Background: an optimization exercise with open tools, aiming at small area, a short achievable clock period and few clock cycles. Do not read the settings as production practice.
No activity file was given, so power comes from the tool's default toggle rates.

// ECE564MyDesign
module ECE564MyDesign
	    (
            input  wire               xxx__dut__run            ,
            output reg                dut__xxx__busy           ,
            input  wire               clk                      ,
            input  wire               reset_b                  ,
            output reg  [11:0]        dut__sram__write_address  ,
            output reg  [15:0]        dut__sram__write_data     ,
            output reg                dut__sram__write_enable   ,
            output wire [11:0]        dut__sram__read_address   ,
            input  wire [15:0]        sram__dut__read_data      ,
            output wire [11:0]        dut__gmem__read_address   ,
            input  wire [15:0]        gmem__dut__read_data      ,
            output wire [11:0]        dut__tanhmem__read_address     ,
            input  wire [15:0]        tanhmem__dut__read_data
            );
function [71:0] csa;
	input [35:0] x, y, z;
	begin
		csa = {(x & y) | (x & z) | (y & z), x ^ y ^ z};
	end
endfunction
function [71:0] booth8;
	input [15:0] x;
	input [15:0] y;
	integer k;
	reg [2:0]  d;
	reg [7:0]  ng;
	reg [16:0] mag, pk;
	reg [35:0] r0, r1, r2, r3, r4, r5, r6, r7, r8, rk;
	reg [71:0] a1, a2, a3, b1, b2, c1, e1;
	begin
		for (k = 0; k < 8; k = k + 1) begin
			d  = (k == 0) ? {y[1:0], 1'b0} : y[2*k-1 +: 3];
			ng[k] = d[2] & ~(d[1] & d[0]);
			case (d)
				3'b001, 3'b010, 3'b101, 3'b110: mag = {x[15], x};
				3'b011, 3'b100:                 mag = {x, 1'b0};
				default:                        mag = 17'd0;
			endcase
			pk = mag ^ {17{ng[k]}};
			rk = {19'd0, ~pk[16], pk[15:0]} << (2*k);
			if (k > 0)
				rk = rk | ({35'd0, ng[k-1]} << (2*k-2));
			case (k)
				0: r0 = rk;  1: r1 = rk;  2: r2 = rk;  3: r3 = rk;
				4: r4 = rk;  5: r5 = rk;  6: r6 = rk;  default: r7 = rk;
			endcase
		end
		r8 = 36'hFAAAB0000 | {21'd0, ng[7], 14'd0};
		a1 = csa(r0, r1, r2);
		a2 = csa(r3, r4, r5);
		a3 = csa(r6, r7, r8);
		b1 = csa(a1[35:0], {a1[70:36], 1'b0}, a2[35:0]);
		b2 = csa({a2[70:36], 1'b0}, a3[35:0], {a3[70:36], 1'b0});
		c1 = csa(b1[35:0], {b1[70:36], 1'b0}, b2[35:0]);
		e1 = csa(c1[35:0], {c1[70:36], 1'b0}, {b2[70:36], 1'b0});
  ...
Size: ~2000 cells after synthesis, about 270 flip-flops.
==> flow/config.mk <==
export PLATFORM = sky130hd
export DESIGN_NAME = ECE564MyDesign
export DESIGN_NICKNAME = ECE564MyDesign
export VERILOG_FILES = /design/flow/design.v
export SDC_FILE = /design/flow/constraint.sdc
export NUM_CORES = 4
export LEC_CHECK = 0
export ABC_CLOCK_PERIOD_IN_PS = 3500
export CAP_MARGIN = 20
export CORE_MARGIN = 2
export CORE_UTILIZATION = 60
export CTS_BUF_LIST = sky130_fd_sc_hd__clkbuf_8 sky130_fd_sc_hd__clkbuf_16
export CTS_CLUSTER_DIAMETER = 100
export CTS_CLUSTER_SIZE = 18
export SLEW_MARGIN = 20
==> flow/constraint.sdc <==
create_clock -name core_clock -period 11.0 [get_ports {clk}]
set_input_delay 2.2000 -clock core_clock [delete_from_list [all_inputs] [get_ports {clk}]]
set_output_delay 2.2000 -clock core_clock [all_outputs]
set_load 0.01 [all_outputs]
standard.sh (not shown) runs the stock make flow with config.mk's settings and CLKGATE_MAP_FILE= SYNTH_SCRIPT=/design/flow/synth_recipe.tcl, a recipe that flattens the netlist after the stock synthesis.
==> flow/flow/run.sh <==
#!/bin/bash
# Standard layout (the standard.sh, the design's constraint.sdc), with
#  - the port buffers made with the smallest plain buffer.
set -euo pipefail
bash standard.sh SETUP_SLACK_MARGIN=7.4 \
  "BUFFER_PORTS_ARGS=-buffer_cell sky130_fd_sc_hd__buf_1" \
  finish > flow_standard.log 2>&1
The baseline ran to the end with no violations.
Then changed:
--- a/flow/flow/run.sh
+++ b/flow/flow/run.sh
@@ -4,3 +4,3 @@
 set -euo pipefail
-bash standard.sh SETUP_SLACK_MARGIN=7.4 \
+bash standard.sh SETUP_SLACK_MARGIN=7 \
   "BUFFER_PORTS_ARGS=-buffer_cell sky130_fd_sc_hd__buf_1" \
Count of clock-buffer cells in the layout is unchanged.
Cell count goes down by about 2.6%.
Worst hold slack degrades by 0.012 ns.
Synthesized area is unchanged.
Global-route usage goes down by 0.52 points.
Worst setup slack degrades by 0.16 ns.
Then changed:
--- a/flow/config.mk
+++ b/flow/config.mk
@@ -11,5 +11,3 @@
 export CORE_UTILIZATION = 60
-export CTS_BUF_LIST = sky130_fd_sc_hd__clkbuf_8 sky130_fd_sc_hd__clkbuf_16
-export CTS_CLUSTER_DIAMETER = 100
-export CTS_CLUSTER_SIZE = 18
+export CTS_BUF_LIST = sky130_fd_sc_hd__clkbuf_4 sky130_fd_sc_hd__clkbuf_8
 export SLEW_MARGIN = 20
Non-clock buffer count falls by 2.
Hold slack got worse by 0.0070 ns.
Via count rises by 1.3%.
Utilization rises by 1.5 points.
Worst setup slack got worse by 0.019 ns.
Function was not checked in any run of this note: the RTL went through the layout flow alone.

* * *

The RTL this note starts from:
==> flow/design.v <==
module ECE564MyDesign
	    (
            input  wire               xxx__dut__run            ,
            output reg                dut__xxx__busy           ,
            input  wire               clk                      ,
            input  wire               reset_b                  ,
            output reg  [11:0]        dut__sram__write_address  ,
            output reg  [15:0]        dut__sram__write_data     ,
            output reg                dut__sram__write_enable   ,
            output wire [11:0]        dut__sram__read_address   ,
            input  wire [15:0]        sram__dut__read_data      ,
            output wire [11:0]        dut__gmem__read_address   ,
            input  wire [15:0]        gmem__dut__read_data      ,
            output wire [11:0]        dut__tanhmem__read_address     ,
            input  wire [15:0]        tanhmem__dut__read_data
            );
function [71:0] csa;
	input [35:0] x, y, z;
	begin
		csa = {(x & y) | (x & z) | (y & z), x ^ y ^ z};
	end
endfunction
function [71:0] booth8;
	input [15:0] x;
	input [15:0] y;
	integer k;
	reg [2:0]  d;
	reg [7:0]  ng;
	reg [16:0] mag, pk;
	reg [35:0] r0, r1, r2, r3, r4, r5, r6, r7, r8, rk;
	reg [71:0] a1, a2, a3, b1, b2, c1, e1;
	begin
		for (k = 0; k < 8; k = k + 1) begin
			d  = (k == 0) ? {y[1:0], 1'b0} : y[2*k-1 +: 3];
			ng[k] = d[2] & ~(d[1] & d[0]);
			case (d)
				3'b001, 3'b010, 3'b101, 3'b110: mag = {x[15], x};
				3'b011, 3'b100:                 mag = {x, 1'b0};
				default:                        mag = 17'd0;
			endcase
			pk = mag ^ {17{ng[k]}};
			rk = {19'd0, ~pk[16], pk[15:0]} << (2*k);
			if (k > 0)
				rk = rk | ({35'd0, ng[k-1]} << (2*k-2));
			case (k)
				0: r0 = rk;  1: r1 = rk;  2: r2 = rk;  3: r3 = rk;
				4: r4 = rk;  5: r5 = rk;  6: r6 = rk;  default: r7 = rk;
			endcase
		end
		r8 = 36'hFAAAB0000 | {21'd0, ng[7], 14'd0};
		a1 = csa(r0, r1, r2);
		a2 = csa(r3, r4, r5);
		a3 = csa(r6, r7, r8);
		b1 = csa(a1[35:0], {a1[70:36], 1'b0}, a2[35:0]);
		b2 = csa({a2[70:36], 1'b0}, a3[35:0], {a3[70:36], 1'b0});
		c1 = csa(b1[35:0], {b1[70:36], 1'b0}, b2[35:0]);
		e1 = csa(c1[35:0], {c1[70:36], 1'b0}, {b2[70:36], 1'b0});
		booth8 = {e1[70:36], 1'b0, e1[35:0]};
	end
endfunction
reg  [12:0] n;
wire [3:0]  p = n[3:0];
wire [8:0]  q = n[12:4];
always @(posedge clk)
	if (!reset_b)
		n <= 13'd0;
	else
		n <= (n + 13'd1) & {13{xxx__dut__run | dut__xxx__busy}};
assign dut__sram__read_address = {3'b000, n[11:8], n[3:0], 1'b0};
assign dut__gmem__read_address = {3'b000, n[7:4],  n[3:0], 1'b0};
reg ph_first, ph_cap, ph_up, ph_tl, ph_ld, ph_step;
always @(posedge clk) begin
	ph_first <= (p == 4'd2);                
	ph_cap   <= (p == 4'd2);                
	ph_up    <= (p == 4'd3);
	ph_tl    <= (p == 4'd4);
	ph_ld    <= (p == 4'd5);
	ph_step  <= (p >= 4'd6) & (p != 4'd15);
end
reg [15:0] xr, gr;
always @(posedge clk) begin
	xr <= sram__dut__read_data;
	gr <= gmem__dut__read_data;
end
reg  [35:0] ms, mc;
reg  [35:0] acc;
always @(posedge clk) begin
	{mc, ms} <= booth8(xr, gr);
	acc <= (ph_first ? 36'd0 : acc) + ms + mc;
end
wire [35:0] A   = acc[35] ? (36'd0 - acc) : acc;
wire        sat = |A[35:32];
reg         neg, sat_r;
reg  [23:0] F;
reg  [8:0]  taddr;
reg  [15:0] tL;
assign dut__tanhmem__read_address = {2'b00, taddr, 1'b0};
always @(posedge clk) begin
	if (ph_cap) begin
		neg   <= acc[35];
		sat_r <= sat;
		F     <= A[23:0];
		taddr <= sat ? 9'd255 : {1'b0, A[31:24]};
	end
	if (ph_up && !sat_r)
		taddr <= taddr + 9'd1;
	if (ph_tl)
		tL <= tanhmem__dut__read_data;
end
reg  [18:0] Dsh;
reg  [24:0] H;
reg         sticky;
wire        ng0 = Dsh[2] & ~(Dsh[1] & Dsh[0]);
wire [24:0] mg0 = (Dsh[2:0] == 3'b011 || Dsh[2:0] == 3'b100) ? {F, 1'b0} :
                  (Dsh[1] ^ Dsh[0]) ? {1'b0, F} : 25'd0;
wire [26:0] T   = {{2{H[24]}}, H} + ({2'd0, mg0} ^ {27{ng0}}) + {26'd0, ng0};
always @(posedge clk) begin
	if (ph_ld) begin
		Dsh    <= {2'b00, tanhmem__dut__read_data, 1'b0} - {2'b00, tL, 1'b0};
		H      <= 25'd0;
		sticky <= 1'b0;
	end else if (ph_step) begin
		Dsh    <= {{2{Dsh[18]}}, Dsh[18:2]};
		H      <= T[26:2];
		sticky <= sticky | (|T[1:0]);
	end
end
wire        st = sticky | (|H[5:0]);
wire [15:0] R  = (tL + H[21:6] + {16{neg & ~st}}) ^ {16{neg}};
always @(posedge clk) begin
	if (!reset_b) begin
		dut__xxx__busy          <= 1'b0;
		dut__sram__write_enable <= 1'b0;
	end else begin
		if (xxx__dut__run)
			dut__xxx__busy <= 1'b1;
		else if (q == 9'd257 && p == 4'd1)
			dut__xxx__busy <= 1'b0;
		dut__sram__write_enable <= dut__xxx__busy && p == 4'd0 && q >= 9'd2 && q <= 9'd257;
	end
	dut__sram__write_data    <= R;
	dut__sram__write_address <= {3'b001, q[7:0] - 8'd2, 1'b0};
end
endmodule
clock: 11.0 ns
lec_check: 0
abc_clock_period_in_ps: 3500
cap_margin: 20
core_margin: 2
core_utilization: 40
cts_buf_list: sky130_fd_sc_hd__clkbuf_4 sky130_fd_sc_hd__clkbuf_8
slew_margin: 20
==> flow/flow/run.sh <==
#!/bin/bash
# Standard layout (the standard.sh, the design's constraint.sdc), with
#  - the port buffers made with the smallest plain buffer.
set -euo pipefail
bash standard.sh SETUP_SLACK_MARGIN=6.3 \
  "BUFFER_PORTS_ARGS=-buffer_cell sky130_fd_sc_hd__buf_1" \
  finish > flow_standard.log 2>&1
Edit:
--- a/flow/flow/run.sh
+++ b/flow/flow/run.sh
@@ -4,3 +4,3 @@
 set -euo pipefail
-bash standard.sh SETUP_SLACK_MARGIN=6.3 \
+bash standard.sh SETUP_SLACK_MARGIN=7 \
   "BUFFER_PORTS_ARGS=-buffer_cell sky130_fd_sc_hd__buf_1" \
Outcome: Final cell count is higher by 0.71%; area after synthesis stays the same; total power went up by 1.3%; cell area rises by 2.2%; critical path depth came out lower by 3; count of clock-buffer cells in the layout increases by 3; routed wire length goes up by 2.3%; worst hold slack hardly moves.
No run of this note included a check of the RTL's function; only the layout flow was run.

## separate check: timing with driven ports
No port has a modelled driver above. Below, the same layouts with a new extraction and two added sets of constraints. Step 1 (the two cells are an assumption about what drives the block):
set clk [get_ports {clk}]
set_driving_cell -lib_cell sky130_fd_sc_hd__clkbuf_16 $clk
set_driving_cell -lib_cell sky130_fd_sc_hd__buf_2 [delete_from_list [all_inputs] $clk]
Step 2 also shifts input and output timing later by t, the mid clock arrival at the registers, as if the neighbouring blocks saw the same clock. Slacks: ideal / step 1 / step 2; pairs: ideal / step 1.
| run | t (ns) | setup WS [ns] | slew at the worst register clock pin (ns) | worst data-port slew with drivers (ns) | cell pins on the clock port's net |
|---|---|---|---|---|---|
| the first run of note 1 | 0.566 | 7.231 / 7.231 / 7.231 | 0.09 / 0.09 | 0.05 | 1 |
| the second run of note 1 | 0.568 | 7.069 / 7.069 / 7.069 | 0.09 / 0.09 | 0.05 | 1 |
| the third run of note 1 | 0.657 | 7.050 / 7.050 / 7.050 | 0.07 / 0.07 | 0.09 | 1 |
| the first run of note 2 | 0.690 | 6.560 / 6.560 / 5.991 | 0.07 / 0.07 | 0.04 | 1 |
| the second run of note 2 | 0.682 | 6.905 / 6.915 / 6.233 | 0.06 / 0.06 | 0.05 | 1 |
After both steps every run listed still meets setup and hold. The setup slack of the second run of note 2, which loses most, moves by +0.010 ns with the drivers and by -0.672 ns with both steps.
